This design comes from an exercise in tuning for a short achievable clock period and few clock cycles on the open sky130 flow, not from production work.
The RTL was checked by simulation tests, not by an equivalence proof against the original design.

Design xmega, start of the top module:
module xmega #(
	parameter PLATFORM = "XILINX",
	parameter  [10 - 1:0]CORE_TYPE = 10'b0111111111,
	parameter ROM_ADDR_WIDTH = 10,
	parameter RAM_ADDR_WIDTH = 14,
	parameter WATCHDOG_CNT_WIDTH = 0,
	parameter VECTOR_INT_TABLE_SIZE = 0
	)(
	input rst,
	input clk,
	output reg[ROM_ADDR_WIDTH - 1:0]pgm_addr,
	input [15:0]pgm_data,
	output reg [RAM_ADDR_WIDTH - 1:0]data_addr,
	output reg [7:0]data_out,
	output reg data_write,
	input [7:0]data_in,
	output reg data_read,
	output reg [5:0]io_addr,
	output reg [7:0]io_out,
	output reg io_write,
	input [7:0]io_in,
	output reg io_read
    );
localparam AW = ROM_ADDR_WIDTH;
localparam DW = RAM_ADDR_WIDTH;
reg [AW-1:0] pa;	 
reg [AW-1:0] pa1;	 
reg [AW-1:0] ea;	 
reg first;		 
reg rsync;		 
reg xv;			 
reg [15:0] xi;		 
reg [1:0] xs;		 
reg [AW-1:0] xpc1;	 
reg [AW-1:0] xtgt;	 
reg [AW-1:0] xret;	 
reg [4:0] ra, rb, wa;	 
reg [31:0] ra_oh, rb_oh;	 
reg [15:0] ra_ph, rb_ph;	 
reg xioset;		 
reg [7:0] SREG;
reg [DW-1:0] SP;
reg [7:0] mul_a, mul_b;
reg [7:0] ret_hi;
reg lpm_sel;		 
reg [4:0] lpm_rd;
reg m_rdreq;		 
reg m_v;		 
reg [4:0] m_r;
reg w_v;		 
reg [4:0] w_r;
reg w_pgm;		 
reg w_hi;		 
reg [7:0] R [0:31];
wire [15:0] w = pgm_data;
wire d_ldi   = (w[15:12] == 4'b1110);
wire d_imm   = (w[15:12] == 4'b0011) | (w[15:14] == 2'b01) | d_ldi;
wire d_muls  = (w[15:8] == 8'b00000010);
wire d_mulsu = (w[15:8] == 8'b00000011);
wire d_mul   = (w[15:10] == 6'b100111);
wire d_movw  = (w[15:8] == 8'b00000001);
wire d_adiw  = (w[15:9] == 7'b1001011);
wire d_rjmp  = (w[15:12] == 4'b1100);
wire d_rcall = (w[15:12] == 4'b1101);
wire d_br    = (w[15:11] == 5'b11110);
  ...
clock: 14.0 ns
lec_check: 0
cap_margin: 30
core_margin: 2
core_utilization: 30
slew_margin: 30
standard.sh (not shown) runs the stock make flow with config.mk's settings and CLKGATE_MAP_FILE= SYNTH_SCRIPT=/design/flow/synth_recipe.tcl, a recipe that flattens the netlist after the stock synthesis.
==> flow/flow/run.sh <==
#!/bin/bash
# Standard layout (the standard.sh: ORFS synthesis through finish) with a larger
# setup-slack margin for ORFS's timing repair, so that repair keeps improving paths
# that already meet the design's clock period. The SDC and every other setting are
# the standard ones. Each tool's output is in orfs/logs/; make's output in flow_make.log.
set -uo pipefail
MARGIN=$(cat flow/margin.txt 2>/dev/null || echo 8)
bash standard.sh SETUP_SLACK_MARGIN=$MARGIN finish > flow_make.log 2>&1
rc=$?
tail -50 flow_make.log
exit $rc
==> flow/flow/margin.txt <==
9
The first run went through all stages and came out clean.
Testbench counts at the start, summed over its fixed seeds: cycles 111,572.
Rerun with:
==> flow/run.sh (new file) <==
#!/bin/bash
# synth_recipe.tcl (not shown) runs the flow's synth.tcl, then flattens the netlist and writes it again
# the make line also repeats each setting of config.mk as NAME=value (left out here)
make -C /OpenROAD-flow-scripts/flow DESIGN_CONFIG=/design/flow/config.mk WORK_HOME=/design/flow/orfs CLKGATE_MAP_FILE= SYNTH_SCRIPT=/design/flow/synth_recipe.tcl finish
removed: flow/flow/run.sh
removed: flow/flow/margin.txt
removed: flow/standard.sh
Effect:
- The changed run went through all stages and came out clean
- synthesized cell count does not change
- core utilization is lower by 8.9 points
- flip-flop and latch count does not change
- critical path depth is lower by 2
- global-route usage is lower by 2.2 points
- cell area is lower by 21%
- wire length is lower by 9.0%

## try-delta
xmega, a different RTL version from the one above (not shown whole).
Size in the first run: ~7500 cells after synthesis.
// xmega
module xmega #(
	parameter PLATFORM = "XILINX",
	parameter  [10 - 1:0]CORE_TYPE = 10'b0111111111,
	parameter ROM_ADDR_WIDTH = 10,
	parameter RAM_ADDR_WIDTH = 14,
	parameter WATCHDOG_CNT_WIDTH = 0,
	parameter VECTOR_INT_TABLE_SIZE = 0
	)(
	input rst,
	input clk,
	output reg[ROM_ADDR_WIDTH - 1:0]pgm_addr,
	input [15:0]pgm_data,
	output reg [RAM_ADDR_WIDTH - 1:0]data_addr,
	output reg [7:0]data_out,
	output reg data_write,
	input [7:0]data_in,
	output reg data_read,
	output reg [5:0]io_addr,
	output reg [7:0]io_out,
	output reg io_write,
	input [7:0]io_in,
	output reg io_read
    );
localparam AW = ROM_ADDR_WIDTH;
localparam DW = RAM_ADDR_WIDTH;
reg [AW-1:0] pa;	 
reg [AW-1:0] pa1;	 
reg [AW-1:0] ea;	 
reg first;		 
reg rsync;		 
reg pa_pred;		 
reg [3:0] bv;
reg [AW-1:0] btag0, btag1, btag2, btag3, btgt0, btgt1, btgt2, btgt3;
reg [1:0] bptr;
reg rv;
reg [15:0] ri;
reg [AW-1:0] rpc1;	 
reg [AW-1:0] rtgt;	 
reg [4:0] ra, rb, wa;
reg [31:0] ra_oh, rb_oh;
reg [15:0] ra_ph, rb_ph;
reg r_dredir;		 
reg [15:0] rw2;		 
reg rw2v;
reg xv;
reg [15:0] xi;
reg [2:0] xs;
reg [AW-1:0] xpc1, xtgt, xret;
reg [4:0] xwa;
reg xeq;		 
reg xbr_done;		 
reg [39:0] xctl;		 
reg [15:0] xw2;
reg [7:0] opA_lo, opA_hi, opB_lo, opB_hi;
reg xioset;		 
reg xw8, xw8_in, xw16, xwstep;
reg [31:0] xw8_oh;
reg [3:0] xw16_p;
reg [15:0] xw16_oh;
reg [1:0] xw16_sel;	 
reg [31:0] m_oh, w_oh;
reg [7:0] SREG;
reg [DW-1:0] SP;
reg [15:0] mul_p;
reg [7:0] ret_hi, ret_lo;
reg [AW-1:0] ras0, ras1;	 
reg lpm_sel;
reg [4:0] lpm_rd;
reg m_rdreq;		 
reg m_v;		 
reg [4:0] m_r;
reg w_v;		 
reg [4:0] w_r;
reg w_pgm;		 
reg w_hi;
reg [7:0] R [0:31];
wire [15:0] w = pgm_data;
wire d_2op_we, d_2op, d_imm_we, d_1op, d_1op_we, d_bld, d_we8, d_movw, d_mulf, d_adiw, d_ldp, d_stp, d_ldd, d_std,
     d_push, d_pop, d_lds, d_sts, d_lpmz, d_lpm0, d_rjmp, d_rcall, d_br, d_jmp, d_call, d_ijmp, d_icall, d_ret,
     d_cpse, d_sbrx, d_in, d_out, d_cbi, d_2w;
wire [3:0] d_pidx;
xmega_dec dec_d(.i(w), .c_2op_we(d_2op_we), .c_2op(d_2op), .c_imm_we(d_imm_we), .c_1op(d_1op), .c_1op_we(d_1op_we),
	.c_bld(d_bld), .c_we8(d_we8), .c_movw(d_movw), .c_mulf(d_mulf), .c_adiw(d_adiw), .c_ldp(d_ldp), .c_stp(d_stp),
  ...
Settings: LEC_CHECK=0, CAP_MARGIN=30, CORE_MARGIN=2, CORE_UTILIZATION=40, SLEW_MARGIN=30; clock period 14.0 ns.
==> flow/flow/run.sh <==
#!/bin/bash
# Standard layout (the standard.sh: ORFS synthesis through finish) with a larger
# setup-slack margin for ORFS's timing repair, so that repair keeps improving paths
# that already meet the design's clock period. The SDC and every other setting are
# the standard ones. Each tool's output is in orfs/logs/; make's output in flow_make.log.
set -uo pipefail
MARGIN=$(cat flow/margin.txt 2>/dev/null || echo 8)
bash standard.sh SETUP_SLACK_MARGIN=$MARGIN finish > flow_make.log 2>&1
rc=$?
tail -50 flow_make.log
exit $rc
==> flow/flow/margin.txt <==
10
Testbench counts of try-delta, summed over its fixed seeds: cycles 106,822.
diff inputs: try-delta => try-violet
Settings: changing CORE_UTILIZATION from 40 to 35.
Findings:
Between try-delta and try-violet, via count is lower for try-violet, try-delta comes in above that. try-violet completed every stage of the flow, and the final layout passed the timing, DRC and antenna checks. Design area: try-violet lower than try-delta. Global-route wire length before repair: try-delta and try-violet compared, higher one is try-violet.
#### Input delta (try-quartz over try-violet)
Settings: changing CORE_UTILIZATION from 35 to 30.
==> run notes <==
try-quartz against try-violet: buffers inserted during post-CTS setup optimization saw an increase; clock sink count saw little to no change.
Comparing try-quartz with try-violet, the accumulated negative setup slack came out essentially unchanged.
On initial antenna violation count: between try-violet and try-quartz, it ends up lower for try-quartz.
try-quartz — largest net degree at the start of global routing 21% lower, try-violet as reference
Compared try-violet against try-quartz; area of all sequential standard cells within noise.

-- what the ideal ports hide --
The results above use ideal ports. As a check the final layouts listed here were re-extracted and re-timed, cells and wires unchanged.
Step 1 assumes that a clkbuf_16 drives the clock port and a buf_2 every other input.
Step 2, shift: input delay + t, output delay - t, t = (earliest + latest rising clock arrival at the registers) / 2. This alone moves slack from input paths to output paths.
a / b / c = ideal ports / drivers / drivers and shift; a / b = the first two.
| run | shift t [ns] | setup slack, ns | worst setup path at the end |
|---|---|---|---|
| the first run of note 1 | 0.799 | 7.904 / 7.904 / 7.770 | input to register |
| the second run of note 1 | 0.780 | 6.167 / 6.167 / 6.167 | register to register |
| try-delta | 0.843 | 9.155 / 9.124 / 8.331 | input to register |
| try-violet | 0.846 | 9.105 / 9.121 / 8.315 | input to register |
| try-quartz | 0.853 | 8.989 / 9.038 / 8.185 | input to register |
After both steps setup and hold are still met in every run listed. The setup slack of try-delta, which loses most, moves by -0.031 ns with the drivers and by -0.824 ns with both steps.
